Source: an optimization exercise on an open RTL-to-GDS flow (aim: a short achievable clock period and few clock cycles). Production flows keep margins and buffers that such runs may drop.
RTL that was checked went through simulation tests only; none was proved equivalent to the original.
Only the layout flow was run in runs 2 to 4; the RTL was not checked for function there.
No run shown here takes its clock network from TritonCTS; it comes from the design's own scripts or RTL.
No driver is modelled on the clock port, so clock power and skew are understated where the tree is cut down; a real chip needs a root buffer or a tree.
Power and IR drop assume default switching activity.

$ cat constraint.sdc
create_clock -name core_clock -period 10.0 [get_ports {clk}]
set_input_delay 2.0000 -clock core_clock [delete_from_list [all_inputs] [get_ports {clk}]]
set_output_delay 2.0000 -clock core_clock [all_outputs]
set_load 0.01 [all_outputs]
$ cat flow/run.sh
#!/bin/bash
# Layout: the standard flow (standard.sh), with the standard synthesis
# unchanged, except:
#  - ports are buffered with buf_4 cells instead of the default delay
#    buffer, and the resizer may change a cell's footprint;
#  - timing repair aims for extra setup margin;
#  - the clock tree is built by flow/cts.tcl instead of TritonCTS: the clock
#    port drives one root buffer per column of flip-flop groups, each root
#    drives the leaf buffers of its column, each leaf drives one group
#    (balanced, about 22 flip-flops); then the same repair as ORFS's CTS.
set -euo pipefail
KNOBS=(MATCH_CELL_FOOTPRINT=0 "BUFFER_PORTS_ARGS=-buffer_cell sky130_fd_sc_hd__buf_4" SETUP_SLACK_MARGIN=8)
bash standard.sh synth > synth.log 2>&1
bash standard.sh "${KNOBS[@]}" place > place.log 2>&1
RES=orfs/results/sky130hd/RISC_16_top/base
RES=$RES OUT_DIR=$RES MARGIN=8 PER_LEAF=22 \
    openroad -no_init -exit flow/cts.tcl > cts.log 2>&1
bash standard.sh "${KNOBS[@]}" finish > layout.log 2>&1
$ cat config.mk
export PLATFORM = sky130hd
export DESIGN_NAME = RISC_16_top
export DESIGN_NICKNAME = RISC_16_top
export VERILOG_FILES = /design/flow/design.v
export SDC_FILE = /design/flow/constraint.sdc
export NUM_CORES = 4
export LEC_CHECK = 0
export ABC_CLOCK_PERIOD_IN_PS = 2000
export CAP_MARGIN = 20
export CORE_MARGIN = 2
export CORE_UTILIZATION = 60
export PLACE_DENSITY = 0.75
export SLEW_MARGIN = 20
$ cat flow/cts.tcl
# Clock tree built by hand: the clock port drives one root buffer, which
# drives one leaf buffer per group of flip-flops; groups come from a
# balanced grid split of the flip-flops by position. Then the same repair
# and legalization as ORFS's CTS step.
# env: RES (results folder), LIB, RC (setRC.tcl), MARGIN, OUT_ODB, OUT_SDC
if {![info exists ::env(LIB)]} { set ::env(LIB) /OpenROAD-flow-scripts/flow/platforms/sky130hd/lib/sky130_fd_sc_hd__tt_025C_1v80.lib }
if {![info exists ::env(RC)]} { set ::env(RC) /OpenROAD-flow-scripts/flow/platforms/sky130hd/setRC.tcl }
read_liberty $::env(LIB)
read_db $::env(RES)/3_place.odb
read_sdc $::env(RES)/3_place.sdc
source $::env(RC)
set_dont_use [get_lib_cells {sky130_fd_sc_hd__probe* sky130_fd_sc_hd__lpflow*}]

set db [ord::get_db]
set block [ord::get_db_block]
set clk_net [$block findNet clk]
set bufm [$db findMaster sky130_fd_sc_hd__clkbuf_16]
set per [expr {[info exists ::env(PER_LEAF)] ? $::env(PER_LEAF) : 36}]

set sinks {}
foreach it [$clk_net getITerms] {
  set inst [$it getInst]
  set bb [$inst getBBox]
  set x [expr {([$bb xMin] + [$bb xMax]) / 2}]
  set y [expr {([$bb yMin] + [$bb yMax]) / 2}]
  lappend sinks [list $it $x $y]
}
set n [llength $sinks]
set k [expr {int(ceil(double($n) / $per))}]
set cols [expr {min(4, max(1, int(round(sqrt($k)))))}]
puts "manual CTS: $n sinks, $k leaves, $cols columns"

# balanced grid split: columns by x, then rows by y within each column
set byx [lsort -integer -index 1 $sinks]
set groups {}
set gcol {}
set left $k
set rest $n
set start 0
for {set c 0} {$c < $cols} {incr c} {
  set kc [expr {int(round(double($left) / ($cols - $c)))}]
  set nc [expr {int(round(double($rest) * $kc / $left))}]
  set col [lsort -integer -index 2 [lrange $byx $start [expr {$start + $nc - 1}]]]
  set s2 0
  for {set r 0} {$r < $kc} {incr r} {
    set nr [expr {int(round(double($nc - $s2) / ($kc - $r)))}]
    lappend groups [lrange $col $s2 [expr {$s2 + $nr - 1}]]
    lappend gcol $c
    incr s2 $nr
  }
  incr start $nc
  incr rest -$nc
  incr left -$kc
}

# one root buffer per column, all driven by the clock port
set roots {}
for {set c 0} {$c < $cols} {incr c} {
  set r [odb::dbInst_create $block $bufm clkbuf_root_$c]
  set rn [odb::dbNet_create $block clknet_root_$c]
  $rn setSigType CLOCK
  [$r findITerm A] connect $clk_net
  [$r findITerm X] connect $rn
  lappend roots [list $r $rn 0 0 0]
}

set i 0
foreach g $groups c $gcol {
  set gx 0
  set gy 0
  foreach s $g {
    incr gx [lindex $s 1]
    incr gy [lindex $s 2]
  }
  set gx [expr {$gx / [llength $g]}]
  set gy [expr {$gy / [llength $g]}]
  set leaf [odb::dbInst_create $block $bufm clkbuf_leaf_$i]
  set net [odb::dbNet_create $block clknet_leaf_$i]
  $net setSigType CLOCK
  $leaf setLocation $gx $gy
  $leaf setPlacementStatus PLACED
  set rt [lindex $roots $c]
  [$leaf findITerm A] connect [lindex $rt 1]
  [$leaf findITerm X] connect $net
  lset roots $c [list [lindex $rt 0] [lindex $rt 1] [expr {[lindex $rt 2] + $gx}] [expr {[lindex $rt 3] + $gy}] [expr {[lindex $rt 4] + 1}]]
  foreach s $g {
    set it [lindex $s 0]
    $it disconnect
    $it connect $net
  }
  incr i
}
foreach rt $roots {
  set r [lindex $rt 0]
  set m [lindex $rt 4]
  $r setLocation [expr {[lindex $rt 2] / $m}] [expr {[lindex $rt 3] / $m}]
  $r setPlacementStatus PLACED
}

detailed_placement
set_propagated_clock [all_clocks]
estimate_parasitics -placement
report_clock_latency -clock core_clock
if {[info exists ::env(MARGIN)]} {
  repair_timing -setup_margin $::env(MARGIN) -hold_margin 0 -repair_tns 100
  detailed_placement
  check_placement -verbose
  estimate_parasitics -placement
  report_clock_latency -clock core_clock
}
report_worst_slack -max
if {[info exists ::env(OUT_DIR)]} {
  write_db $::env(OUT_DIR)/4_1_cts.odb
  write_db $::env(OUT_DIR)/4_cts.odb
  write_sdc -no_timestamp $::env(OUT_DIR)/4_cts.sdc
}
if {[info exists ::env(SHOWPATH)]} {
  report_checks -path_delay max -to [lindex [all_registers -clock_pins] 0] -format full_clock_expanded -fields {cap slew fanout}
  report_checks -path_delay max -to [all_outputs] -format full_clock_expanded -fields {cap slew fanout}
}
$ cat design.v
`timescale 1ns / 1ps
module AND(
input a,
input b,
output c
    );
assign c = a & b;
endmodule
`timescale 1ns / 1ps
module MUX(
    input wire signal,
    input wire [7:0] mux_in1,
    input wire [7:0] mux_in2,
    output reg [7:0] mux_out
);
always @(*) begin
   case(signal)
       1'b0: mux_out = mux_in1;
       1'b1: mux_out = mux_in2;
   endcase
end
endmodule
`timescale 1ns / 1ps
module ALU(
    input wire [7:0] data_in1,
    input wire [7:0] data_in2,
    input wire [3:0] opcode,
    input wire ALU_src,
    input wire clk,
    input wire rst,
    output reg [7:0] result,
    output reg compare
);
reg [7:0] alu_value;
always @(*) begin
    alu_value = 8'b00000000;
    case (opcode)
        4'b0000: alu_value = data_in1 + data_in2;    
        4'b0001: alu_value = data_in1 - data_in2;    
        4'b0010: alu_value = data_in1 & data_in2;    
        4'b0011: alu_value = data_in1 | data_in2;    
        4'b0100: alu_value = data_in1 ^ data_in2;    
        4'b0101: alu_value = data_in1 >> data_in2;   
        4'b0110: alu_value = data_in1 << data_in2;   
        4'b1001: alu_value = data_in1 + data_in2;    
        4'b1010: alu_value = data_in1 + data_in2;    
        default: alu_value = 8'b00000000;
    endcase
end
always @(*) begin
    compare = 1'b0;
    if (ALU_src) begin
        case (opcode)
            4'b0111: compare = (data_in1 == data_in2);  
            4'b1000: compare = (data_in1 != data_in2);  
            default: compare = 1'b0;
        endcase
    end
end
always @(posedge clk or posedge rst) begin
    if (rst)
        result <= 8'b00000000;
    else if (ALU_src)
        result <= alu_value;
end
endmodule
`timescale 1ns / 1ps
module program_counter(
    input clk,
    input rst,
    input [7:0] pc_increment,  
    input jump,
    input PC_enable,
    input [7:0] jump_label,
    output reg [5:0] instruction_addr
);
    always @(posedge clk or posedge rst) begin
        if (rst) begin
            instruction_addr <= 6'b000001;
        end
        else if (PC_enable) begin
            if (jump)
                instruction_addr <= jump_label[5:0];   
            else if (pc_increment[5:0] == 6'b000000)
                instruction_addr <= instruction_addr + 6'b000001;   
            else
                instruction_addr <= instruction_addr + pc_increment[5:0];  
        end
    end
endmodule
module instruction_decoder(
    input wire [16:0] instruction,   
    output reg [4:0] opcode,         
    output reg [3:0] read_reg1,      
    output reg [3:0] read_reg2,      
    output reg [3:0] write_reg,      
    output reg [7:0] immediate       
);
always @(*) begin
    opcode    = instruction[16:12];  
    read_reg1 = instruction[11:8];   
    read_reg2 = instruction[7:4];    
    if (opcode < 5'b00111) begin  
        write_reg  = instruction[3:0];    
        immediate  = 8'b00000000;         
    end
    else if (instruction[16] == 1'b1) begin  
        write_reg  = instruction[3:0];    
        immediate  = {4'b0000, instruction[11:8]};
    end
    else begin
        write_reg  = instruction[11:8];              
        immediate  = {4'b0000, instruction[3:0]};    
    end
end
endmodule
module control_unit_multicycle(
    input wire clk,               
    input wire reset,             
    input wire [4:0] opcode,      
    output reg reg_write,         
    output reg branch,
    output reg ALU_src,
    output reg load,
    output reg immediate_signal,
    output reg mem_write,
    output reg jump,
    output reg PC_enable,         
    output reg IR_enable,         
    output reg mem_enable,        
    output reg reg_enable,        
    output reg halted             
);
localparam FETCH = 3'b000;
localparam DECODE = 3'b001;
localparam EXECUTE = 3'b010;
localparam MEMORY = 3'b011;
localparam WRITEBACK = 3'b100;
reg [2:0] state, next_state;
always @(posedge clk or posedge reset) begin
    if (reset)
        state <= FETCH;
    else
        state <= next_state;
end
always @(posedge clk or posedge reset) begin
    if (reset)
        halted <= 1'b0;
    else if (state == EXECUTE && opcode > 5'b01011)
        halted <= 1'b1;
end
always @(*) begin
    case (state)
        FETCH: next_state = DECODE;
        DECODE: next_state = EXECUTE;
        EXECUTE: begin
            if (opcode == 5'b01001 || opcode == 5'b01010)   
                next_state = MEMORY;
            else if (opcode < 7)                           
                next_state = WRITEBACK;
            else                                         
                next_state = FETCH;
        end
        MEMORY: begin
            if (opcode == 5'b01001)                       
                next_state = WRITEBACK;
            else                                         
                next_state = FETCH;
        end
        WRITEBACK: next_state = FETCH;
        default: next_state = FETCH;
    endcase
end
always @(*) begin
    reg_write = 1'b0;
    branch = 1'b0;
    ALU_src = 1'b0;
    load = 1'b0;
    immediate_signal = 1'b0;
    mem_write = 1'b0;
    jump = 1'b0;
    PC_enable = 1'b0;
    IR_enable = 1'b0;
    mem_enable = 1'b0;
    reg_enable = 1'b0;
    case (state)
        FETCH: begin
            IR_enable = 1'b1;     
        end
        DECODE: begin
            reg_enable = 1'b1;    
        end
        EXECUTE: begin
            if (opcode < 7) begin
                ALU_src = 1'b1;   
            end
            else if (opcode[4] == 1'b1) begin
                ALU_src = 1'b0;   
                immediate_signal = 1'b1;
            end
            else begin
                case (opcode)
                    5'b00111, 5'b01000: begin   
                        ALU_src = 1'b1;
                        branch = 1'b1;
                        PC_enable = 1'b1;     
                    end
                    5'b01001, 5'b01010: begin   
                        ALU_src = 1'b1;
                        load = 1'b1;          
                    end
                    5'b01011: begin           
                        jump = 1'b1;
                        PC_enable = 1'b1;     
                    end
                    default: ;
                endcase
            end
        end
        MEMORY: begin
            mem_enable = 1'b1;    
            if (opcode == 5'b01010) begin   
                mem_write = 1'b1;
                PC_enable = 1'b1;   
            end
        end
        WRITEBACK: begin
            reg_enable = 1'b1;     
            reg_write = 1'b1;      
            load = (opcode == 5'b01001);  
            PC_enable = 1'b1;      
        end
        default: ;
    endcase
end
endmodule
`timescale 1ns / 1ps
module Register_file(
input clk,
input rst,
input [3:0] read_reg1,
input [3:0] read_reg2,
input [3:0] write_reg,
input [7:0] write_data,
input reg_write,
input reg_enable,
output reg [7:0] read_data1,
output reg [7:0] read_data2,
    output [7:0] r4_out,
    output [7:0] r8_out
);
reg [7:0] register_memory [15:0];
function [7:0] reset_value;
    input [3:0] idx;
    begin
        case (idx)
            4'd1, 4'd2, 4'd7: reset_value = 8'd1;
            4'd6, 4'd8, 4'd9, 4'd10: reset_value = 8'd0;
            4'd11: reset_value = 8'd4;
            default: reset_value = 8'd5;
        endcase
    end
endfunction
integer i;
always @(posedge clk or posedge rst) begin
    if (rst) begin
        for (i = 0; i < 16; i = i + 1)
            register_memory[i] <= reset_value(i[3:0]);
    end
    else if (reg_enable && reg_write) begin
        register_memory[write_reg] <= write_data;
    end
end
always @(posedge clk or posedge rst) begin
    if (rst) begin
        read_data1 <= 8'b00000000;
        read_data2 <= 8'b00000000;
    end
    else if (reg_enable && !reg_write) begin
        read_data1 <= register_memory[read_reg1];
        read_data2 <= register_memory[read_reg2];
    end
end
assign r4_out = register_memory[4];
assign r8_out = register_memory[8];
endmodule
`timescale 1ns / 1ps
module RISC_16_top(
    input clk,
    input rst,
    output [5:0] instruction_addr,
    input [16:0] instruction,
    output [7:0] mem_addr,
    output [7:0] mem_wdata,
    output mem_we,
    input [7:0] mem_rdata,
    output halted,
    output [7:0] r4_out,   
    output [7:0] r8_out    
);
    function [15:0] onehot;
        input [3:0] x;
        begin
            onehot = 16'd1 << x;
        end
    endfunction
    function [7:0] reset_value;
        input [3:0] idx;
        begin
            case (idx)
                4'd1, 4'd2, 4'd7: reset_value = 8'd1;
                4'd6, 4'd8, 4'd9, 4'd10: reset_value = 8'd0;
                4'd11: reset_value = 8'd4;
                default: reset_value = 8'd5;
            endcase
        end
    endfunction
    function [7:0] fast_add;
        input [7:0] a, b;
        input cin;
        reg [7:0] p, g, gg, pp, g1, p1;
        integer n, d;
        begin
            p = a ^ b;
            g = a & b;
            g[0] = g[0] | (p[0] & cin);
            gg = g;
            pp = p;
            for (d = 1; d < 8; d = d * 2) begin
                g1 = gg;
                p1 = pp;
                for (n = d; n < 8; n = n + 1) begin
                    g1[n] = gg[n] | (pp[n] & gg[n - d]);
                    p1[n] = pp[n] & pp[n - d];
                end
                gg = g1;
                pp = p1;
            end
            fast_add = p ^ {gg[6:0], cin};
        end
    endfunction
    reg [5:0]  f_pc;        
    reg [5:0]  d_pc;
    reg        d_v;         
    reg        d_pt;        
    reg        boot;        
    reg        sk_v;
    reg [16:0] sk_w;
    reg [5:0]  sk_pc;
    reg        sk_pt;
    reg        d1_v;
    reg [5:0]  d1_pc;
    reg        d1_pt;
    reg [3:0]  d1_a, d1_b, d1_d;
    reg        d1_add, d1_sub, d1_and, d1_or, d1_xor, d1_srl, d1_sll;
    reg        d1_alu, d1_br, d1_beq, d1_ld, d1_st, d1_halt;
    reg        d1_ua, d1_ub, d1_mem, d1_jmp;
    reg        e_v;
    reg [1:0]  e_cnt;       
    reg [5:0]  e_pc;
    reg        e_pt;
    reg [7:0]  op_a, op_b;  
    reg [15:0] e_wd;        
    reg [3:0]  e_fa;        
    reg [3:0]  e_fb;        
    reg [3:0]  e_fd;        
    reg        e_add, e_sub, e_and, e_or, e_xor, e_srl, e_sll;
    reg        e_alu, e_br, e_beq, e_ld, e_st, e_halt;
    reg [5:0]  e_bt;        
    reg [5:0]  e_rt;        
    reg [7:0]  R [0:15];    
    reg        l1_v, l2_v;
    reg [3:0]  l1_d, l2_d;  
    wire [15:0] l2_m = l2_v ? onehot(l2_d) : 16'd0;
    reg [7:0]  ma, mwd;
    reg        mwe;
    reg        halted_r;    
    reg        frz;         
    reg [15:0] bt_v, bt_t;
    reg [1:0]  bt_tag [0:15];
    reg [5:0]  bt_tgt [0:15];
    reg        js_v;
    reg [5:0]  js_key;
    reg [3:0]  js_tgt;
    assign instruction_addr = f_pc;
    assign mem_addr  = ma;
    assign mem_wdata = mwd;
    assign mem_we    = mwe;
    assign halted    = halted_r;
    assign r4_out    = R[4];
    assign r8_out    = R[8];
    wire stall   = (e_cnt != 2'd0);
    wire go      = e_v & ~stall;
    wire ex_free = ~e_v | go;
    wire       sub = e_sub;
    wire [7:0] sum = fast_add(op_a, op_b ^ {8{sub}}, sub);
    wire       shz = |op_b[7:3];
    wire [7:0] srl = shz ? 8'd0 : (op_a >> op_b[2:0]);
    wire [7:0] sll = shz ? 8'd0 : (op_a << op_b[2:0]);
    wire [7:0] res = ({8{e_add | e_sub}} & sum)
                   | ({8{e_and}} & (op_a & op_b))
                   | ({8{e_or}}  & (op_a | op_b))
                   | ({8{e_xor}} & (op_a ^ op_b))
                   | ({8{e_srl}} & srl)
                   | ({8{e_sll}} & sll);
    wire eq       = (op_a == op_b);
    wire br_cond  = e_beq ? eq : ~eq;
    wire br_go    = go & e_br;
    wire mispred  = br_go & (br_cond != e_pt);
    wire halt_now = go & e_halt;
    wire flush    = mispred | halt_now;
    wire [15:0] alu_we = go ? e_wd : 16'd0;
    wire hit_a = l2_v & (l2_d == e_fa);
    wire hit_b = l2_v & (l2_d == e_fb);
    wire [7:0] a_m = hit_a ? mem_rdata : op_a;
    wire [7:0] b_m = hit_b ? mem_rdata : op_b;
    wire p_alu = e_v & e_alu;                  
    wire l2_live = l2_v & ~(p_alu & (e_fd == l2_d));
    wire [7:0] rd_a = (p_alu & (e_fd == d1_a)) ? res :
                      (l2_live & (l2_d == d1_a)) ? mem_rdata : R[d1_a];
    wire [7:0] rd_b = (p_alu & (e_fd == d1_b)) ? res :
                      (l2_live & (l2_d == d1_b)) ? mem_rdata : R[d1_b];
    wire ex_ld = e_v & e_ld;                   
    wire l1_live = l1_v & ~(p_alu & (e_fd == l1_d));    
    wire h1a = ex_ld & d1_ua & (d1_a == e_fa);
    wire h1b = ex_ld & d1_ub & (d1_b == e_fa);
    wire h2a = l1_live & d1_ua & (d1_a == l1_d);
    wire h2b = l1_live & d1_ub & (d1_b == l1_d);
    wire [1:0] d1_cnt = ((h1a & ~d1_st) | h1b) ? 2'd2 :
                        (h1a | (h2a & ~d1_st) | h2b | (d1_halt & ex_ld)) ? 2'd1 : 2'd0;
    wire [5:0] d1_bt = d1_pc + ((d1_d == 4'd0) ? 6'd1 : {2'b00, d1_d});
    wire [5:0] d1_rt = d1_pt ? d1_pc + 6'd1 : d1_bt;
    wire d1_jump = d1_v & d1_jmp & ~flush;
    wire d1_fix  = d1_v & d1_pt & ~d1_br & ~d1_jmp & ~flush;
    wire redir1  = d1_jump | d1_fix;
    wire d1_free = ~d1_v | ex_free | d1_jump;
    wire [16:0] s_w  = sk_v ? sk_w  : instruction;
    wire [5:0]  s_pc = sk_v ? sk_pc : d_pc;
    wire        s_pt = sk_v ? sk_pt : d_pt;
    wire        s_v  = sk_v | d_v;
    wire [4:0] i_op = s_w[16:12];
    wire [3:0] i_a  = s_w[11:8];
    wire [3:0] i_b  = s_w[7:4];
    wire [3:0] i_d  = s_w[3:0];
    wire i_alu  = (i_op < 5'd7);
    wire i_br   = (i_op == 5'd7) | (i_op == 5'd8);
    wire i_ld   = (i_op == 5'd9);
    wire i_st   = (i_op == 5'd10);
    wire i_jmp  = (i_op == 5'd11);
    wire i_halt = (i_op >= 5'd12);
    wire kill    = flush | redir1;
    wire refetch = d_v & sk_v & ~d1_free;
    wire sk_load = d_v & ((sk_v & d1_free) | (~sk_v & ~d1_free));
    wire [3:0] f_ix = f_pc[3:0];
    wire       f_bh = bt_v[f_ix] & (bt_tag[f_ix] == f_pc[5:4]);
    wire       f_bt = f_bh & bt_t[f_ix];
    wire       f_js = js_v & (js_key == f_pc);
    wire [5:0] f_next = f_bt ? bt_tgt[f_ix] :
                        f_js ? {2'b00, js_tgt} : f_pc + 6'd1;
    always @(posedge clk) begin
        if (rst)
            f_pc <= 6'd1;
        else if (!frz) begin
            if (mispred)
                f_pc <= e_rt;
            else if (halt_now)
                f_pc <= e_pc;
            else if (d1_jump)
                f_pc <= {2'b00, d1_d};
            else if (d1_fix)
                f_pc <= d1_pc + 6'd1;
            else if (refetch)
                f_pc <= d_pc;
            else
                f_pc <= f_next;
        end
    end
    always @(posedge clk) begin
        boot <= rst;
        if (rst) begin
            d_pc <= 6'd1;
            d_v  <= (f_pc == 6'd1);
            d_pt <= 1'b0;
        end else begin
            d_pc <= f_pc;
            d_pt <= f_bt;
            d_v  <= ~(frz | kill | refetch) & ~(boot & d_v);
        end
    end
    always @(posedge clk or posedge rst) begin
        if (rst)
            d1_v <= 1'b0;
        else if (d1_free)
            d1_v <= s_v & ~kill;
    end
    always @(posedge clk or posedge rst) begin
        if (rst)
            sk_v <= 1'b0;
        else if (kill)
            sk_v <= 1'b0;
        else
            sk_v <= sk_load | (sk_v & ~d1_free);
    end
    always @(posedge clk) begin
        if (!(sk_v && !d1_free)) begin
            sk_w  <= instruction;
            sk_pc <= d_pc;
            sk_pt <= d_pt;
        end
    end
    always @(posedge clk) begin
        if (d1_free) begin
            d1_pc <= s_pc;
            d1_pt <= s_pt;
            d1_a  <= i_a;
            d1_b  <= i_b;
            d1_d  <= i_d;
            d1_add <= (i_op == 5'd0);
            d1_sub <= (i_op == 5'd1);
            d1_and <= (i_op == 5'd2);
            d1_or  <= (i_op == 5'd3);
            d1_xor <= (i_op == 5'd4);
            d1_srl <= (i_op == 5'd5);
            d1_sll <= (i_op == 5'd6);
            d1_alu <= i_alu;
            d1_br  <= i_br;
            d1_beq <= (i_op == 5'd7);
            d1_ld  <= i_ld;
            d1_st  <= i_st;
            d1_halt <= i_halt;
            d1_ua  <= i_alu | i_br | i_st;
            d1_ub  <= i_alu | i_br | i_ld | i_st;
            d1_mem <= i_ld | i_st;
            d1_jmp <= i_jmp;
        end
    end
    always @(posedge clk or posedge rst) begin
        if (rst) begin
            e_v   <= 1'b0;
            e_cnt <= 2'd0;
        end else if (ex_free) begin
            e_v   <= d1_v & ~d1_jmp & ~flush;
            e_cnt <= d1_cnt;
        end else if (stall) begin
            e_cnt <= e_cnt - 2'd1;
        end
    end
    always @(posedge clk) begin
        if (ex_free) begin
            e_pc <= d1_pc;
            e_pt <= d1_pt;
            op_a <= rd_a;
            op_b <= rd_b;
            e_wd <= d1_alu ? onehot(d1_d) : 16'd0;
            e_fa <= d1_a;
            e_fb <= d1_b;
            e_fd <= d1_d;
            e_add <= d1_add;
            e_sub <= d1_sub;
            e_and <= d1_and;
            e_or  <= d1_or;
            e_xor <= d1_xor;
            e_srl <= d1_srl;
            e_sll <= d1_sll;
            e_alu <= d1_alu;
            e_br  <= d1_br;
            e_beq <= d1_beq;
            e_ld  <= d1_ld;
            e_st  <= d1_st;
            e_halt <= d1_halt;
            e_bt  <= d1_bt;
            e_rt  <= d1_rt;
        end else begin
            op_a <= a_m;
            op_b <= b_m;
        end
    end
    always @(posedge clk or posedge rst) begin
        if (rst) begin
            halted_r <= 1'b0;
            frz  <= 1'b0;
            l1_v <= 1'b0;
            l2_v <= 1'b0;
        end else begin
            if (halt_now) halted_r <= 1'b1;
            if (halt_now) frz <= 1'b1;
            l1_v <= go & e_ld;
            l2_v <= l1_v & ~(go & e_alu & (e_fd == l1_d));
        end
    end
    always @(posedge clk) begin
        l1_d <= e_fa;
        l2_d <= l1_d;
    end
    always @(posedge clk) begin
        mwe <= go & e_st;
        ma  <= fast_add(op_b, {4'b0000, e_fd}, 1'b0);
        mwd <= a_m;
    end
    always @(posedge clk or posedge rst) begin
        if (rst) begin
            bt_v <= 16'd0;
            bt_t <= 16'd0;
            js_v <= 1'b0;
        end else begin
            if (br_go) begin
                bt_v[e_pc[3:0]] <= 1'b1;
                bt_t[e_pc[3:0]] <= br_cond;
            end
            if (d1_jump)
                js_v <= 1'b1;
        end
    end
    always @(posedge clk) begin
        if (br_go) begin
            bt_tag[e_pc[3:0]] <= e_pc[5:4];
            bt_tgt[e_pc[3:0]] <= e_bt;
        end
        if (d1_jump) begin
            js_key <= d1_pc - 6'd1;
            js_tgt <= d1_d;
        end
    end
    integer i;
    always @(posedge clk) begin
        for (i = 0; i < 16; i = i + 1) begin
            if (rst)
                R[i] <= reset_value(i[3:0]);
            else if (alu_we[i])
                R[i] <= res;
            else if (l2_m[i])
                R[i] <= mem_rdata;
        end
    end
endmodule
$ cat standard.sh
#!/bin/bash
# synth_recipe.tcl (not shown) runs the flow's synth.tcl, then flattens the netlist and writes it again
# the make line also repeats each setting of config.mk as NAME=value (left out here)
make -C /OpenROAD-flow-scripts/flow DESIGN_CONFIG=/design/flow/config.mk WORK_HOME=/design/flow/orfs CLKGATE_MAP_FILE= SYNTH_SCRIPT=/design/flow/synth_recipe.tcl "${@:-finish}"
==> impl_metrics.json, run 1 <==
{
  "status": "finished clean",
  "maxSlewViolCount": 0,
  "path_clk_slew_ns": 0.09,
  "placed_cells": 2702,
  "gp_congestion": 0.996,
  "clkLatencyLatePin_ns": 0.36,
  "cp_max_fo": 2,
  "dp_hpwl_mm": 51.5,
  "fp.dieH_microns": 208,
  "p_leak_nw": 12.5,
  "die_w_microns": 208,
  "dpl_worst_slack_ns": 6.22,
  "drive_gt1_share_pct": 43.2,
  "cp_top_family": "flip-flops",
  "path_class": "reg2out",
  "antenna_cells": 0,
  "worstMarginPinSlew_ns": 1.26,
  "synth.top_cells.by_area": "edfxtp_1 32%, dfxtp_1 14%, mux4_2 4.3%",
  "ys_seq_area_share_pct": 50.5,
  "critical_path.max_stage_delay_ns": 0.45,
  "crit_slowest_cell": "dfrtp_2",
  "max_cap_violations": 0,
  "grt_max_degree": 70,
  "port_buffers": 66,
  "arrival_ns": 0.94,
  "syn_nets": 2322,
  "wl_mm": 98.0,
  "fillers": 2145,
  "netlist_area_sq_mm": 0.0249,
  "worst-path-buf-inv": 1,
  "tns_ns": 0,
  "antenna_found_initial": 1,
  "clock.fmax_mhz": 341,
  "worstHoldPathType": "reg2reg",
  "ant_nets": 0,
  "io_pins": 67,
  "crit_chain": "buf_6",
  "initial_core_util_pct": 60.9,
  "rsz0062_at_grt": "yes",
  "worstSetupEndpointType": "output pin",
  "synthArstFlopShare_pct": 8.44,
  "synth_top_area_share_pct": 31.9,
  "startpoint_type": "flop",
  "area_growth_pct": 34.3,
  "drc": 0,
  "rows": 74,
  "hold_depth": 0,
  "grt_usage_pct": 40.5,
  "grt_overflow": 0,
  "ys_types": 81,
  "yosys.area.top_type": "edfxtp_1",
  "synth-seq-cells": 486,
  "reg2reg_depth": 12,
  "drt_iter0_drc": 2939,
  "grt_pass1_vias": 20800,
  "reg2reg_to": "f_pc[4]",
  "power_density_mw_per_mm2": 150,
  "coreArea_sq_mm": 0.0409,
  "period_share_pct": 29.4,
  "via_per_inst": 7.26,
  "min_from": "d1_srl",
  "synth_warnings": 2,
  "synth_commonest_cells": "265 x edfxtp_1, 213 x nor2_1, 180 x dfxtp_1",
  "hold_viol": 0,
  "drt_first_pass_iters": 8,
  "ys_dominant_reg_cell": "edfxtp_1",
  "fin_crit_ns": 2.94,
  "vias": 22100,
  "clock_skew_ns": 0.0224,
  "max-vdd-ir-drop_uv": 166,
  "wire_per_inst_microns": 32.3,
  "nets": 2579,
  "layout_setup_ws_ns": 7.06,
  "syn_inst": 2250,
  "instances_no_fill": 3037,
  "finalSetupViolCount": 0,
  "grt_pass1_wl_mm": 133,
  "rrSetupSlack_ns": 7.11,
  "dieArea_sq_mm": 0.0432,
  "r2r_start": "op_a[3]",
  "required_ns": 8.00,
  "avgSynthCellArea_sq_um": 11.1,
  "whs_endpoint": "e_srl",
  "slew_headroom_pct": 15.8,
  "yosysMostFrequentCell": "edfxtp_1",
  "total_power_w": 0.00502,
  "synth-edff-count": 265
}
[layout make-up]
type                            instances  area, sq um  share of cell area, %
Multi-Input combinational cell       1530        14400                   43.0
Sequential cell                       486        12700                   38.0
Timing Repair Buffer                  392         4680                   14.0
Buffer                                 27          676                   2.02
Tap cell                              532          666                   1.99
Inverter                               66          307                  0.915
Timing Repair inverter                  4         33.8                  0.101
[metrics by stage]
step	instance area [sq um]	hold slack, ns	util [%]
floorplan	26200	0.397	-
global placement	26400	0.402	64.5
detailed placement	26400	0.406	64.6
global route	33500	0.428	81.9
finish	33500	0.425	81.9
[cells by family (layout without fill, tap and decap cells)]
logic type               Yosys count  count (layout)  synth area share, %
AO/OA/AOI/OAI                    512             512                 14.5
XOR/XNOR                          94              94                 3.30
adder cells (fa/ha/maj)           45              45                 2.35
buffers and inverters            235             489                 3.98
flip-flops                       486             486                 50.5
multiplexers                     248             248                 13.3
AND/OR/NAND/NOR                  630             631                 12.1
[worst max-delay path by stage]
stage | start | to | cells past startpoint
floorplan | instruction[12] | d1_ub | 4
global placement | op_b[0] | op_b[6] | 9
detailed placement | op_b[0] | op_b[6] | 9
global route | op_a[3] | f_pc[1] | 12
finish | frz | halted | 1
[metal layers]
layer | vias up | wire, microns | global-route usage [%]
li1 | 8920 | - | -
met1 | 10700 | 33400 | 51.2
met2 | 1816 | 44600 | 65.1
met3 | 588 | 10900 | 6.90
met4 | 0 | 9040 | 25.5
met5 | - | 0 | 0
[sequential cells by signal (all words and copies together), names as in the netlist, 6 cells and up, named ones only]
register  cells
R           128
bt_tgt       96
bt_tag       32
sk_w         17
bt_t         16
bt_v         16
e_wd         16
ma            8
mwd           8
op_a          8
op_b          8
d1_pc         6
d_pc          6
e_bt          6
e_pc          6
e_rt          6
f_pc          6
js_key        6
sk_pc         6
[placed cells by master (no fill, tap or decap), types with 22 or more instances in the layout]
| cell | instances |
|---|---|
| dfrtp_1 | 39 |
| clkbuf_16 | 49 |
| nor2_4 | 88 |
| a211oi_2 | 125 |
| xor2_1 | 38 |
| dfxtp_1 | 129 |
| ha_1 | 27 |
| a21oi_1 | 53 |
| a21oi_2 | 26 |
| nand2_1 | 103 |
| mux2i_1 | 101 |
| dfxtp_2 | 25 |
| nor2_1 | 108 |
| nand3_1 | 44 |
| nor2b_1 | 52 |
| buf_6 | 145 |
| nand2b_1 | 33 |
| buf_4 | 161 |
| mux2_2 | 57 |
| o21ai_0 | 37 |
| mux4_2 | 49 |
| dfxtp_4 | 26 |
| xnor2_1 | 45 |
| mux2_4 | 30 |
| buf_12 | 39 |
| a22o_1 | 22 |
| inv_1 | 52 |
| edfxtp_1 | 265 |
| and3_1 | 27 |
[power by group]
group | total (W) | leakage (nW) | switching [W] | internal [W]
Clock | 0.00112 | 0.333 | 0.000634 | 0.000487
Combinational | 0.00150 | 7.45 | 0.000794 | 0.000704
Sequential | 0.00240 | 4.75 | 0.000160 | 0.00224
Total | 0.00502 | 12.5 | 0.00159 | 0.00343
Testbench counts, summed over its fixed seeds: cycles 49,828.
==> run 2: changes to the inputs <==
--- a/design.v
+++ b/design.v
@@ -341,4 +341,5 @@
     endfunction
     reg [5:0]  f_pc;        
+    reg [5:0]  f_out_n;     
     reg [5:0]  d_pc;
     reg        d_v;         
@@ -383,5 +384,5 @@
     reg [5:0]  js_key;
     reg [3:0]  js_tgt;
-    assign instruction_addr = f_pc;
+    assign instruction_addr = ~f_out_n;
     assign mem_addr  = ma;
     assign mem_wdata = mwd;
@@ -458,8 +459,15 @@
     wire [5:0] f_next = f_bt ? bt_tgt[f_ix] :
                         f_js ? {2'b00, js_tgt} : f_pc + 6'd1;
+    wire [5:0] f_fetch = mispred  ? e_rt :
+                         halt_now ? e_pc :
+                         d1_jump  ? {2'b00, d1_d} :
+                         d1_fix   ? d1_pc + 6'd1 :
+                         refetch  ? d_pc : f_next;
     always @(posedge clk) begin
-        if (rst)
+        if (rst) begin
             f_pc <= 6'd1;
-        else if (!frz) begin
+            f_out_n <= ~6'd1;
+        end else if (!frz) begin
+            f_out_n <= ~f_fetch;
             if (mispred)
                 f_pc <= e_rt;
--- a/flow/run.sh
+++ b/flow/run.sh
@@ -8,11 +8,11 @@
 #    port drives one root buffer per column of flip-flop groups, each root
 #    drives the leaf buffers of its column, each leaf drives one group
-#    (balanced, about 22 flip-flops); then the same repair as ORFS's CTS.
+#    (balanced, about 16 flip-flops); then the same repair as ORFS's CTS.
 set -euo pipefail
-KNOBS=(MATCH_CELL_FOOTPRINT=0 "BUFFER_PORTS_ARGS=-buffer_cell sky130_fd_sc_hd__buf_4" SETUP_SLACK_MARGIN=8)
+KNOBS=(MATCH_CELL_FOOTPRINT=0 "BUFFER_PORTS_ARGS=-buffer_cell sky130_fd_sc_hd__buf_4" SETUP_SLACK_MARGIN=7.5)
 bash standard.sh synth > synth.log 2>&1
 bash standard.sh "${KNOBS[@]}" place > place.log 2>&1
 RES=orfs/results/sky130hd/RISC_16_top/base
-RES=$RES OUT_DIR=$RES MARGIN=8 PER_LEAF=22 \
+RES=$RES OUT_DIR=$RES MARGIN=7.5 PER_LEAF=16 \
     openroad -no_init -exit flow/cts.tcl > cts.log 2>&1
 bash standard.sh "${KNOBS[@]}" finish > layout.log 2>&1
==> run 2 against run 1 <==
Compared with the run above: still clean on timing, DRC and antenna; hold slack improved by 0.0027 ns; sequential power about the same; via count decreased by 1.7%; total power decreased by 1.7%; clock power increased by 14%; combinational power decreased by 15%; first-iteration DRC count increased by 5.4%; highest routed layer unchanged.
==> impl_metrics.json, run 2 <==
{
  "status": "finished clean",
  "initial_core_util_pct": 61.1,
  "largest_reg_flops": 128,
  "final_area_sq_mm": 0.0326,
  "worstSetupEndpointType": "flop",
  "path_class": "reg2reg",
  "slew_headroom_pct": 24.5,
  "fin_crit_ns": 3.06,
  "ant_nets": 0,
  "wire_per_inst_microns": 30.7,
  "tns_ns": 0,
  "top_register": "R",
  "instances_no_fill": 3063,
  "worstMarginPinSlew_ns": 1.13,
  "seqPwrFrac_pct": 48.0,
  "synth_warnings": 2,
  "clkLatencyLatePin_ns": 0.36,
  "final_common_cell": "edfxtp_1",
  "vias": 21700,
  "drt_iter0_drc": 3097,
  "clock.fmax_mhz": 327,
  "power_density_mw_per_mm2": 151,
  "via_per_inst": 7.08,
  "rows": 74,
  "required_ns": 10.23,
  "antenna_found_initial": 1,
  "arrival_ns": 3.30,
  "synth_top_area_share_pct": 31.8,
  "synth-edff-count": 265,
  "cp_max_fo": 3,
  "layout_setup_ws_ns": 6.94,
  "syn_inst": 2316,
  "p_sw_w": 0.00150,
  "drt_first_pass_iters": 6,
  "max_cap_violations": 0,
  "ys_types": 85,
  "worstHoldPathType": "reg2reg",
  "p_comb_share_pct": 26.0,
  "coreArea_sq_mm": 0.0410,
  "wl_mm": 94.0,
  "grt_pass1_wl_mm": 132,
  "p_int_w": 0.00343,
  "placed_cells": 2782,
  "drive_gt1_share_pct": 40.8,
  "antenna_cells": 0,
  "grt_pass1_vias": 21200,
  "synth_commonest_cells": "265 x edfxtp_1, 231 x nor2_1, 200 x nand2_1",
  "timing.hold.ws_ns": 0.428,
  "netlist_area_sq_mm": 0.0251,
  "grt_usage_pct": 40.3,
  "dpl_cell_area_sq_mm": 0.0264,
  "maxSlewViolCount": 0,
  "path_clk_slew_ns": 0.09,
  "dpl_worst_slack_ns": 5.68,
  "p_clk_share_pct": 26.0,
  "dieArea_sq_mm": 0.0434,
  "synth-seq-cells": 492,
  "p_leak_nw": 11.9,
  "max-vdd-ir-drop_uv": 144,
  "gp_congestion": 1.01,
  "port_buffers": 66,
  "hold_viol": 0,
  "grt_overflow": 0,
  "avgSynthCellArea_sq_um": 10.8,
  "drc": 0,
  "io_pins": 67,
  "area_growth_pct": 30.3,
  "ys_seq_area_share_pct": 50.7,
  "rsz0062_at_grt": "yes",
  "nets": 2605,
  "syn_nets": 2388,
  "synth.top_cells.by_area": "edfxtp_1 32%, dfxtp_1 15%, mux2i_1 5.4%",
  "dp_hpwl_mm": 54.0,
  "yosysMostFrequentCell": "edfxtp_1",
  "die_w_microns": 208,
  "period_share_pct": 30.6,
  "finalSetupViolCount": 0,
  "synthArstFlopShare_pct": 8.33,
  "rrSetupSlack_ns": 6.94,
  "most-common-layout-cells": "265 x edfxtp_1, 179 x buf_4, 175 x nand2_1",
  "clock_skew_ns": 0.0171,
  "fillers": 2360,
  "startpoint_type": "flop",
  "fp.dieH_microns": 208,
  "ys_dominant_reg_cell": "edfxtp_1",
  "grt_max_degree": 63,
  "switching_share_pct": 30.4,
  "yosys.area.top_type": "edfxtp_1"
}
-- run 2: changes by cell type after synthesis, moves of 10 or more --
cell | previous run | this run
mux2i_1 | 106 | 134
a211oi_1 | 140 | 121
clkbuf_1 | 82 | 123
nor2b_1 | 63 | 46
a21oi_1 | 80 | 90
nand2_1 | 139 | 200
buf_2 | 45 | 16
nor2_1 | 213 | 231
nand3_1 | 51 | 41
buf_1 | 33 | 19
o21ai_0 | 83 | 110
-- run 2: worst paths after layout --
kind | to | cells past startpoint | startpoint
hold / removal | e_srl | 0 | d1_srl
hold reg to reg | e_srl | 0 | d1_srl
min in group asynchronous | e_v | 3 | rst
setup reg to reg | f_out_n[4] | 14 | op_b[3]
setup / recovery | f_out_n[4] | 14 | op_b[3]
max in group asynchronous | frz | 3 | rst
-- run 2: cell type report --
cell class / count / area, sq um / area share [%]
multi-input cells: 1597 / 14200 / 43.6
plain buffers: 35 / 876 / 2.68
well taps: 532 / 666 / 2.04
flip-flops and latches: 492 / 12800 / 39.3
inverters: 66 / 284 / 0.870
repair buffers: 339 / 3720 / 11.4
repair inverters: 2 / 12.5 / 0.0383
-- run 2: layer usage --
| layer | GRT usage, % | wire length, microns | vias up |
|---|---|---|---|
| met5 | 0 | 0 | - |
| met4 | 26.2 | 7900 | 0 |
| met3 | 6.08 | 10200 | 528 |
| met2 | 64.5 | 42900 | 1627 |
| met1 | 51.4 | 33000 | 10500 |
| li1 | - | - | 8991 |
-- run 2: cells by family (layout without fill, tap and decap cells) --
logic type,Yosys count,in the layout,share of synthesized area (%)
AOI/OAI and AO/OA,521,521,14.2
xor gates and xnor gates,92,92,3.22
adders and majority gates,45,45,2.34
buffers and inverters,231,442,3.68
DFF,492,492,50.7
muxes,265,265,13.6
and+or+nand+nor,670,674,12.3
-- run 2: worst max-delay path: stages, from the launching register on --
cell        delay, ns
edfxtp_1         0.50
inv_1            0.08
ha_1             0.33
nor4_4           0.25
buf_6            0.18
o2111a_2         0.25
or2_4            0.16
nor2_4           0.05
nand3_4          0.13
clkinvlp_4       0.16
a211oi_4         0.31
o21ai_2          0.11
a21oi_2          0.14
o221ai_2         0.12
a21boi_1         0.14
-- run 2: stage by stage --
stage | total power (W) | util [%]
detailed placement | 0.00311 | 64.5
global placement | 0.00310 | 64.4
floorplan | 0.00287 | -
global route | 0.00504 | 79.6
finish | 0.00494 | 79.6
-- run 2: power groups by stage --
stage                     sequential, W  clock (W)  combinational, W
after floorplan                 0.00235          0          0.000523
after global placement          0.00241          0          0.000689
after detailed placement        0.00241          0          0.000698
after global routing            0.00238    0.00134           0.00132
final                           0.00237    0.00128           0.00128
==> run 3: changes to the inputs <==
--- a/design.v
+++ b/design.v
@@ -341,9 +341,7 @@
     endfunction
     reg [5:0]  f_pc;        
-    reg [5:0]  f_out_n;     
     reg [5:0]  d_pc;
     reg        d_v;         
     reg        d_pt;        
-    reg        boot;        
     reg        sk_v;
     reg [16:0] sk_w;
@@ -354,7 +352,21 @@
     reg        d1_pt;
     reg [3:0]  d1_a, d1_b, d1_d;
-    reg        d1_add, d1_sub, d1_and, d1_or, d1_xor, d1_srl, d1_sll;
-    reg        d1_alu, d1_br, d1_beq, d1_ld, d1_st, d1_halt;
-    reg        d1_ua, d1_ub, d1_mem, d1_jmp;
+    reg [4:0]  d1_op;
+    wire d1_add = (d1_op == 5'd0);
+    wire d1_sub = (d1_op == 5'd1);
+    wire d1_and = (d1_op == 5'd2);
+    wire d1_or  = (d1_op == 5'd3);
+    wire d1_xor = (d1_op == 5'd4);
+    wire d1_srl = (d1_op == 5'd5);
+    wire d1_sll = (d1_op == 5'd6);
+    wire d1_alu = (d1_op < 5'd7);
+    wire d1_br  = (d1_op == 5'd7) | (d1_op == 5'd8);
+    wire d1_beq = (d1_op == 5'd7);
+    wire d1_ld  = (d1_op == 5'd9);
+    wire d1_st  = (d1_op == 5'd10);
+    wire d1_halt = (d1_op >= 5'd12);
+    wire d1_ua  = d1_alu | d1_br | d1_st;
+    wire d1_ub  = d1_alu | d1_br | d1_ld | d1_st;
+    wire d1_mem = d1_ld | d1_st;
     reg        e_v;
     reg [1:0]  e_cnt;       
@@ -384,5 +396,5 @@
     reg [5:0]  js_key;
     reg [3:0]  js_tgt;
-    assign instruction_addr = ~f_out_n;
+    assign instruction_addr = f_pc;
     assign mem_addr  = ma;
     assign mem_wdata = mwd;
@@ -416,4 +428,7 @@
     wire [7:0] a_m = hit_a ? mem_rdata : op_a;
     wire [7:0] b_m = hit_b ? mem_rdata : op_b;
+    wire [4:0] rd_lo = {1'b0, mem_rdata[3:0]} + {1'b0, e_fd};
+    wire [3:0] rd_hi1 = mem_rdata[7:4] + 4'd1;
+    wire [7:0] rd_addr = {rd_lo[4] ? rd_hi1 : mem_rdata[7:4], rd_lo[3:0]};
     wire p_alu = e_v & e_alu;                  
     wire l2_live = l2_v & ~(p_alu & (e_fd == l2_d));
@@ -428,29 +443,26 @@
     wire h2a = l1_live & d1_ua & (d1_a == l1_d);
     wire h2b = l1_live & d1_ub & (d1_b == l1_d);
-    wire [1:0] d1_cnt = ((h1a & ~d1_st) | h1b) ? 2'd2 :
-                        (h1a | (h2a & ~d1_st) | h2b | (d1_halt & ex_ld)) ? 2'd1 : 2'd0;
+    wire [1:0] d1_cnt = ((h1a | h1b) & ~d1_mem) ? 2'd2 :
+                        ((h1a | h1b) | ((h2a | h2b) & ~d1_mem) | (d1_halt & ex_ld)) ? 2'd1 : 2'd0;
     wire [5:0] d1_bt = d1_pc + ((d1_d == 4'd0) ? 6'd1 : {2'b00, d1_d});
     wire [5:0] d1_rt = d1_pt ? d1_pc + 6'd1 : d1_bt;
-    wire d1_jump = d1_v & d1_jmp & ~flush;
-    wire d1_fix  = d1_v & d1_pt & ~d1_br & ~d1_jmp & ~flush;
-    wire redir1  = d1_jump | d1_fix;
-    wire d1_free = ~d1_v | ex_free | d1_jump;
+    wire d1_fix  = d1_v & d1_pt & ~d1_br & ~flush;
+    wire redir1  = d1_fix;
+    wire d1_free = ~d1_v | ex_free;
+    wire j_jmp  = (instruction[16:12] == 5'd11);
+    wire [3:0] j_d = instruction[3:0];
+    wire d0_jump = d_v & j_jmp;
+    wire d_keep  = d_v & ~j_jmp;
     wire [16:0] s_w  = sk_v ? sk_w  : instruction;
     wire [5:0]  s_pc = sk_v ? sk_pc : d_pc;
     wire        s_pt = sk_v ? sk_pt : d_pt;
-    wire        s_v  = sk_v | d_v;
+    wire        s_v  = sk_v | d_keep;
     wire [4:0] i_op = s_w[16:12];
     wire [3:0] i_a  = s_w[11:8];
     wire [3:0] i_b  = s_w[7:4];
     wire [3:0] i_d  = s_w[3:0];
-    wire i_alu  = (i_op < 5'd7);
-    wire i_br   = (i_op == 5'd7) | (i_op == 5'd8);
-    wire i_ld   = (i_op == 5'd9);
-    wire i_st   = (i_op == 5'd10);
-    wire i_jmp  = (i_op == 5'd11);
-    wire i_halt = (i_op >= 5'd12);
     wire kill    = flush | redir1;
     wire refetch = d_v & sk_v & ~d1_free;
-    wire sk_load = d_v & ((sk_v & d1_free) | (~sk_v & ~d1_free));
+    wire sk_load = d_keep & ((sk_v & d1_free) | (~sk_v & ~d1_free));
     wire [3:0] f_ix = f_pc[3:0];
     wire       f_bh = bt_v[f_ix] & (bt_tag[f_ix] == f_pc[5:4]);
@@ -459,39 +471,25 @@
     wire [5:0] f_next = f_bt ? bt_tgt[f_ix] :
                         f_js ? {2'b00, js_tgt} : f_pc + 6'd1;
-    wire [5:0] f_fetch = mispred  ? e_rt :
-                         halt_now ? e_pc :
-                         d1_jump  ? {2'b00, d1_d} :
-                         d1_fix   ? d1_pc + 6'd1 :
-                         refetch  ? d_pc : f_next;
+    wire j_hold = mispred | halt_now | d1_fix;
+    wire j_take = d0_jump & ~j_hold;
+    wire [5:0] f_base = mispred  ? e_rt :
+                        halt_now ? e_pc :
+                        d1_fix   ? d1_pc + 6'd1 :
+                        refetch  ? d_pc : f_next;
     always @(posedge clk) begin
-        if (rst) begin
+        if (rst)
             f_pc <= 6'd1;
-            f_out_n <= ~6'd1;
-        end else if (!frz) begin
-            f_out_n <= ~f_fetch;
-            if (mispred)
-                f_pc <= e_rt;
-            else if (halt_now)
-                f_pc <= e_pc;
-            else if (d1_jump)
-                f_pc <= {2'b00, d1_d};
-            else if (d1_fix)
-                f_pc <= d1_pc + 6'd1;
-            else if (refetch)
-                f_pc <= d_pc;
-            else
-                f_pc <= f_next;
-        end
+        else if (!frz)
+            f_pc <= j_take ? {2'b00, j_d} : f_base;
     end
-    always @(posedge clk) begin
-        boot <= rst;
+    always @(posedge clk or posedge rst) begin
         if (rst) begin
             d_pc <= 6'd1;
-            d_v  <= (f_pc == 6'd1);
+            d_v  <= 1'b0;
             d_pt <= 1'b0;
         end else begin
             d_pc <= f_pc;
             d_pt <= f_bt;
-            d_v  <= ~(frz | kill | refetch) & ~(boot & d_v);
+            d_v  <= ~(frz | kill | refetch | d0_jump);
         end
     end
@@ -524,21 +522,5 @@
             d1_b  <= i_b;
             d1_d  <= i_d;
-            d1_add <= (i_op == 5'd0);
-            d1_sub <= (i_op == 5'd1);
-            d1_and <= (i_op == 5'd2);
-            d1_or  <= (i_op == 5'd3);
-            d1_xor <= (i_op == 5'd4);
-            d1_srl <= (i_op == 5'd5);
-            d1_sll <= (i_op == 5'd6);
-            d1_alu <= i_alu;
-            d1_br  <= i_br;
-            d1_beq <= (i_op == 5'd7);
-            d1_ld  <= i_ld;
-            d1_st  <= i_st;
-            d1_halt <= i_halt;
-            d1_ua  <= i_alu | i_br | i_st;
-            d1_ub  <= i_alu | i_br | i_ld | i_st;
-            d1_mem <= i_ld | i_st;
-            d1_jmp <= i_jmp;
+            d1_op <= i_op;
         end
     end
@@ -548,5 +530,5 @@
             e_cnt <= 2'd0;
         end else if (ex_free) begin
-            e_v   <= d1_v & ~d1_jmp & ~flush;
+            e_v   <= d1_v & ~flush;
             e_cnt <= d1_cnt;
         end else if (stall) begin
@@ -603,5 +585,5 @@
     always @(posedge clk) begin
         mwe <= go & e_st;
-        ma  <= fast_add(op_b, {4'b0000, e_fd}, 1'b0);
+        ma  <= hit_b ? rd_addr : fast_add(op_b, {4'b0000, e_fd}, 1'b0);
         mwd <= a_m;
     end
@@ -616,5 +598,5 @@
                 bt_t[e_pc[3:0]] <= br_cond;
             end
-            if (d1_jump)
+            if (d0_jump)
                 js_v <= 1'b1;
         end
@@ -625,7 +607,7 @@
             bt_tgt[e_pc[3:0]] <= e_bt;
         end
-        if (d1_jump) begin
-            js_key <= d1_pc - 6'd1;
-            js_tgt <= d1_d;
+        if (d0_jump) begin
+            js_key <= d_pc - 6'd1;
+            js_tgt <= j_d;
         end
     end
--- a/flow/run.sh
+++ b/flow/run.sh
@@ -8,5 +8,5 @@
 #    port drives one root buffer per column of flip-flop groups, each root
 #    drives the leaf buffers of its column, each leaf drives one group
-#    (balanced, about 16 flip-flops); then the same repair as ORFS's CTS.
+#    (balanced, about 22 flip-flops); then the same repair as ORFS's CTS.
 set -euo pipefail
 KNOBS=(MATCH_CELL_FOOTPRINT=0 "BUFFER_PORTS_ARGS=-buffer_cell sky130_fd_sc_hd__buf_4" SETUP_SLACK_MARGIN=7.5)
@@ -14,5 +14,5 @@
 bash standard.sh "${KNOBS[@]}" place > place.log 2>&1
 RES=orfs/results/sky130hd/RISC_16_top/base
-RES=$RES OUT_DIR=$RES MARGIN=7.5 PER_LEAF=16 \
+RES=$RES OUT_DIR=$RES MARGIN=7.5 PER_LEAF=22 \
     openroad -no_init -exit flow/cts.tcl > cts.log 2>&1
 bash standard.sh "${KNOBS[@]}" finish > layout.log 2>&1
--- a/config.mk
+++ b/config.mk
@@ -6,5 +6,5 @@
 export NUM_CORES = 4
 export LEC_CHECK = 0
-export ABC_CLOCK_PERIOD_IN_PS = 2000
+export ABC_CLOCK_PERIOD_IN_PS = 1000
 export CAP_MARGIN = 20
 export CORE_MARGIN = 2
==> run 3 against run 2 <==
Compared with the run above: largest cell class unchanged; final area shrank 6.9%; sequential power fell by 8%; hold slack lost 0.00053 ns; die area shrank 2.1%; highest routed layer unchanged; total power is 22% lower; global-route usage is 1.5 points lower; cell count down 4.1%; flip-flop and latch count shrank 18.
==> impl_metrics.json, run 3 <==
{
  "max_cap_violations": 0,
  "ant_nets": 0,
  "port_buffers": 66,
  "path_class": "in2reg",
  "p_comb_share_pct": 16.1,
  "drive_gt1_share_pct": 34.0,
  "worstMarginPinSlew_ns": 1.20,
  "synth_commonest_cells": "254 x edfxtp_1, 241 x nor2_1, 187 x nand2_1",
  "dp_hpwl_mm": 49.8,
  "placed_cells": 2739,
  "clock_skew_ns": 0.0316,
  "die_w_microns": 206,
  "synthArstFlopShare_pct": 10.3,
  "synth_warnings": 2,
  "switching_share_pct": 26.2,
  "p_leak_nw": 11.2,
  "ys_seq_area_share_pct": 50.1,
  "rows": 74,
  "final_area_sq_mm": 0.0304,
  "most-common-layout-cells": "254 x edfxtp_1, 165 x nand2_1, 139 x mux2i_1",
  "startpoint_type": "primary input",
  "ys_types": 84,
  "p_clk_share_pct": 27.5,
  "worstSetupEndpointType": "flop",
  "synth-seq-cells": 474,
  "via_per_inst": 6.97,
  "crit_start": "instruction[14]",
  "tns_ns": 0,
  "grt_usage_pct": 38.8,
  "top_register": "R",
  "rsz0062_at_grt": "yes",
  "hold_viol": 0,
  "avgSynthCellArea_sq_um": 10.7,
  "instances_no_fill": 2936,
  "path_clk_slew_ns": 0.09,
  "grt_overflow": 0,
  "io_pins": 67,
  "drt_iter0_drc": 2757,
  "grt_pass1_wl_mm": 123,
  "r2r_start": "op_b[0]",
  "grt_max_degree": 73,
  "required_ns": 10.25,
  "dieArea_sq_mm": 0.0425,
  "grt_pass1_vias": 19700,
  "p_int_w": 0.00285,
  "p_sw_w": 0.00101,
  "initial_core_util_pct": 60.5,
  "min_from": "l1_d[2]",
  "synth-edff-count": 254,
  "finalSetupViolCount": 0,
  "power_density_mw_per_mm2": 127,
  "final_util_pct": 74.9,
  "netlist_area_sq_mm": 0.0245,
  "largest_reg_flops": 128,
  "status": "finished clean",
  "wire_per_inst_microns": 28.6,
  "nets": 2482,
  "synth.top_cells.by_area": "edfxtp_1 31%, dfxtp_1 14%, mux2i_1 6.2%",
  "antenna_found_initial": 1,
  "slew_headroom_pct": 20.2,
  "arrival_ns": 3.56,
  "seqPwrFrac_pct": 56.4,
  "drt_first_pass_iters": 8,
  "yosysMostFrequentCell": "edfxtp_1",
  "fp.dieH_microns": 206,
  "period_share_pct": 33.0,
  "vias": 20500,
  "coreArea_sq_mm": 0.0406,
  "drc": 0,
  "wl_mm": 84.0,
  "max-vdd-ir-drop_uv": 148,
  "gp_congestion": 1.01,
  "clock.fmax_mhz": 303,
  "cp_max_fo": 3,
  "dpl_cell_area_sq_mm": 0.0259,
  "syn_inst": 2288,
  "clkLatencyLatePin_ns": 0.36,
  "fin_crit_ns": 3.30,
  "final_common_cell": "edfxtp_1",
  "maxSlewViolCount": 0,
  "ys_dominant_reg_cell": "edfxtp_1",
  "timing.hold.ws_ns": 0.427,
  "synth_top_area_share_pct": 31.1,
  "yosys.area.top_type": "edfxtp_1",
  "syn_nets": 2365,
  "area_growth_pct": 23.9,
  "worstHoldPathType": "reg2reg",
  "fillers": 2660
}
## run 3: cell types whose count changed in the layout (fill, tap and decap cells not counted), sizes merged, moves of 15 or more
| cell | previous run | this run |
|---|---|---|
| clkbuf | 55 | 40 |
| mux2i | 134 | 151 |
| a211oi | 121 | 106 |
| o21ai | 111 | 96 |
| mux2 | 81 | 45 |
| dfxtp | 186 | 171 |
| buf | 319 | 241 |
## run 3: per-layer routing
| layer | wire [microns] | up-vias | GRT usage (%) |
|---|---|---|---|
| met3 | 8260 | 431 | 7.14 |
| met5 | 0 | - | 0 |
| met1 | 30300 | 9985 | 49.2 |
| met4 | 7390 | 0 | 26.5 |
| met2 | 38100 | 1328 | 60.9 |
| li1 | - | 8724 | - |
## run 3: cell type report
type                    count  area [sq um]  area share (%)
multi-input cells        1586         13500            44.4
flip-flops and latches    474         12400            40.8
repair buffers            255          2900            9.53
well taps                 532           666            2.19
plain buffers              26           651            2.14
inverters                  61           280           0.922
repair inverters            1          7.51          0.0247
diodes                      1          2.50         0.00823
## run 3: logic make-up after synthesis
family,share of synthesized area (%)
AO/OA/AOI/OAI,15.0
XOR/XNOR,3.53
adder cells (fa/ha/maj),2.67
buffers and inverters,3.64
flip-flops,50.1
multiplexers,12.5
AND/OR/NAND/NOR,12.5
## run 3: path summary, 6_finish.rpt
kind                       depth (start not counted)  slack [ns]  endpoint
hold reg to reg                                    0        0.43   l2_d[2]
min in group asynchronous                          2        1.77   bt_t[7]
setup reg to reg                                  12        6.95   R[0][6]
setup / recovery                                   9        6.70      flop
max in group asynchronous                          2        7.89   d_pc[0]
hold / removal                                     0        0.43   l2_d[2]
## run 3: stage by stage
step                      setup slack [ns]  power (W)
after floorplan                       6.69    0.00249
after global placement                6.26    0.00262
after detailed placement              6.20    0.00262
after global routing                  6.68    0.00396
final                                 6.70    0.00386
## run 3: power groups by stage
stage	clock [W]	sequential [W]	combinational [W]
after floorplan	0	0.00218	0.000307
after global placement	0	0.00223	0.000386
after detailed placement	0	0.00223	0.000392
after global routing	0.00113	0.00218	0.000648
final	0.00106	0.00218	0.000621
## run 3: critical path: stages
cell,delay (ns)
buf_8,0.10
nor4bb_4,0.29
nand2_2,0.12
nor3_4,0.24
buf_6,0.16
and3_4,0.20
a221oi_2,0.06
o21ai_1,0.22
o2bb2ai_2,0.15
==> run 4: changes to the inputs <==
--- a/config.mk
+++ b/config.mk
@@ -6,5 +6,5 @@
 export NUM_CORES = 4
 export LEC_CHECK = 0
-export ABC_CLOCK_PERIOD_IN_PS = 1000
+export ABC_CLOCK_PERIOD_IN_PS = 2000
 export CAP_MARGIN = 20
 export CORE_MARGIN = 2
==> run 4 against run 3 <==
Compared with the run above: total power stayed put; maximum frequency stayed put; die area unchanged; clock power is essentially flat; highest routed layer unchanged.
==> impl_metrics.json, run 4 <==
{
  "synth_warnings": 2,
  "fillers": 2660,
  "drt_first_pass_iters": 8,
  "fin_crit_ns": 3.30,
  "top_register": "R",
  "final_common_cell": "edfxtp_1",
  "arrival_ns": 3.56,
  "nets": 2482,
  "p_comb_share_pct": 16.1,
  "yosysMostFrequentCell": "edfxtp_1",
  "grt_pass1_wl_mm": 123,
  "drive_gt1_share_pct": 34.0,
  "grt_pass1_vias": 19700,
  "vias": 20500,
  "hold_depth": 0,
  "period_share_pct": 33.0,
  "startpoint_type": "primary input",
  "switching_share_pct": 26.2,
  "dp_hpwl_mm": 49.8,
  "finalSetupViolCount": 0,
  "gp_congestion": 1.01,
  "wire_per_inst_microns": 28.6,
  "die_w_microns": 206,
  "clock_skew_ns": 0.0316,
  "worstHoldPathType": "reg2reg",
  "ys_dominant_reg_cell": "edfxtp_1",
  "synth_commonest_cells": "254 x edfxtp_1, 241 x nor2_1, 187 x nand2_1",
  "grt_overflow": 0,
  "rows": 74,
  "yosys.area.top_type": "edfxtp_1",
  "status": "finished clean",
  "clock.fmax_mhz": 303,
  "port_buffers": 66,
  "seqPwrFrac_pct": 56.4,
  "clkLatencyLatePin_ns": 0.36,
  "area_growth_pct": 23.9,
  "most-common-layout-cells": "254 x edfxtp_1, 165 x nand2_1, 139 x mux2i_1",
  "syn_nets": 2365,
  "largest_reg_flops": 128,
  "avgSynthCellArea_sq_um": 10.7,
  "final_util_pct": 74.9,
  "required_ns": 10.25,
  "ys_seq_area_share_pct": 50.1,
  "reg2reg_depth": 12,
  "p_sw_w": 0.00101,
  "ant_nets": 0,
  "netlist_area_sq_mm": 0.0245,
  "synth-edff-count": 254,
  "synthArstFlopShare_pct": 10.3,
  "layout_setup_ws_ns": 6.70,
  "grt_max_degree": 73,
  "io_pins": 67,
  "path_class": "in2reg",
  "antenna_found_initial": 1,
  "syn_inst": 2288,
  "synth.top_cells.by_area": "edfxtp_1 31%, dfxtp_1 14%, mux2i_1 6.2%",
  "drt_iter0_drc": 2757,
  "synth-seq-cells": 474,
  "max_cap_violations": 0,
  "initial_core_util_pct": 60.5,
  "maxSlewViolCount": 0,
  "ys_types": 84,
  "synth_top_area_share_pct": 31.1,
  "p_int_w": 0.00285,
  "tns_ns": 0,
  "rsz0062_at_grt": "yes",
  "path_clk_slew_ns": 0.09,
  "slew_headroom_pct": 20.2,
  "p_leak_nw": 11.2,
  "dpl_worst_slack_ns": 6.20,
  "max-vdd-ir-drop_uv": 148,
  "hold_viol": 0,
  "timing.hold.ws_ns": 0.427,
  "worstSetupEndpointType": "flop",
  "cp_max_fo": 3,
  "dieArea_sq_mm": 0.0425,
  "drc": 0,
  "fp.dieH_microns": 206,
  "worstMarginPinSlew_ns": 1.20,
  "p_clk_share_pct": 27.5,
  "coreArea_sq_mm": 0.0406,
  "power_density_mw_per_mm2": 127,
  "via_per_inst": 6.97,
  "wl_mm": 84.0,
  "grt_usage_pct": 38.8
}
[run 4: cell counts after synthesis]
Identical to the previous run, type by type.
[run 4: logic make-up after synthesis]
family                     after synthesis  synth area share [%]
AOI/OAI and AO/OA                      530                  15.0
xor gates and xnor gates                97                  3.53
adders and majority gates               50                  2.67
buffers and inverters                  228                  3.64
DFF                                    474                  50.1
muxes                                  243                  12.5
and+or+nand+nor                        666                  12.5
[run 4: layer usage]
| metal | GRT usage (%) | vias to the layer above | share of wire [%] |
|---|---|---|---|
| met5 | 0 | - | 0 |
| met1 | 49.2 | 9985 | 36 |
| met2 | 60.9 | 1328 | 45 |
| met3 | 7.14 | 431 | 9.8 |
| li1 | - | 8724 | - |
| met4 | 26.5 | 0 | 8.8 |
[run 4: final timing paths]
kind                                       from       to  slack [ns]
worst max-delay path            instruction[14]     flop        6.70
worst min-delay path                    l1_d[2]  l2_d[2]        0.43
worst max register to register          op_b[0]  R[0][6]        6.95
worst min register to register          l1_d[2]  l2_d[2]        0.43
max in group asynchronous                   rst  d_pc[0]        7.89
min in group asynchronous                   rst  bt_t[7]        1.77
[run 4: worst max-delay path, stage by stage]
cell	delay, ns
buf_8	0.10
nor4bb_4	0.29
nand2_2	0.12
nor3_4	0.24
buf_6	0.16
and3_4	0.20
a221oi_2	0.06
o21ai_1	0.22
o2bb2ai_2	0.15
[run 4: per-stage QoR]
| step | power, W | std cells | cell area, sq um |
|---|---|---|---|
| floorplan | 0.00249 | 2288 | 25500 |
| global placement | 0.00262 | 2739 | 25900 |
| detailed placement | 0.00262 | 2739 | 25900 |
| global route | 0.00396 | 2935 | 30400 |
| finish | 0.00386 | 2936 | 30400 |
[run 4: final cells by class]
| cell class | count | area, sq um | share of cell area, % |
|---|---|---|---|
| multi-input cells | 1586 | 13500 | 44.4 |
| flip-flops and latches | 474 | 12400 | 40.8 |
| repair buffers | 255 | 2900 | 9.53 |
| well taps | 532 | 666 | 2.19 |
| plain buffers | 26 | 651 | 2.14 |
| inverters | 61 | 280 | 0.922 |
| repair inverters | 1 | 7.51 | 0.0247 |
| diodes | 1 | 2.50 | 0.00823 |
[run 4: power by group through the flow]
stage                     clock (W)  combinational [W]  sequential, W
after floorplan                   0           0.000307        0.00218
after global placement            0           0.000386        0.00223
after detailed placement          0           0.000392        0.00223
after global routing        0.00113           0.000648        0.00218
final                       0.00106           0.000621        0.00218

[afterwards: timing with drivers on the ports]
The results above use ideal ports. As a check the final layouts listed here were re-extracted and re-timed, cells and wires unchanged.
Step 1, drivers: a clkbuf_16 drives clk and a buf_2 each remaining input, both assumed.
Step 2 adds t to the input delays and takes it off the output delays; t is the mean of the earliest and latest rising clock arrival at the registers after step 1. Input paths then give back, and output paths get back, about the clock's delay inside the block.
Slacks: no drivers / after step 1 / after step 2; pairs: no drivers / after step 1.
| run | t (ns) | setup slack, ns | worst hold slack (ns) | worst setup path at the end |
|---|---|---|---|---|
| run 1 | 0.464 | 7.065 / 6.952 / 6.543 | 0.425 / 0.425 / 0.425 | input to register |
| run 2 | 0.461 | 6.939 / 6.939 / 6.558 | 0.428 / 0.428 / 0.428 | input to register |
| run 3 | 0.456 | 6.697 / 6.752 / 6.296 | 0.427 / 0.427 / 0.427 | input to register |
| run 4 | 0.456 | 6.697 / 6.752 / 6.296 | 0.427 / 0.427 / 0.427 | input to register |
After both steps setup and hold are still met in every run listed. For run 1, which loses most, drivers alone change the setup slack by -0.113 ns; drivers and shift together by -0.522 ns.
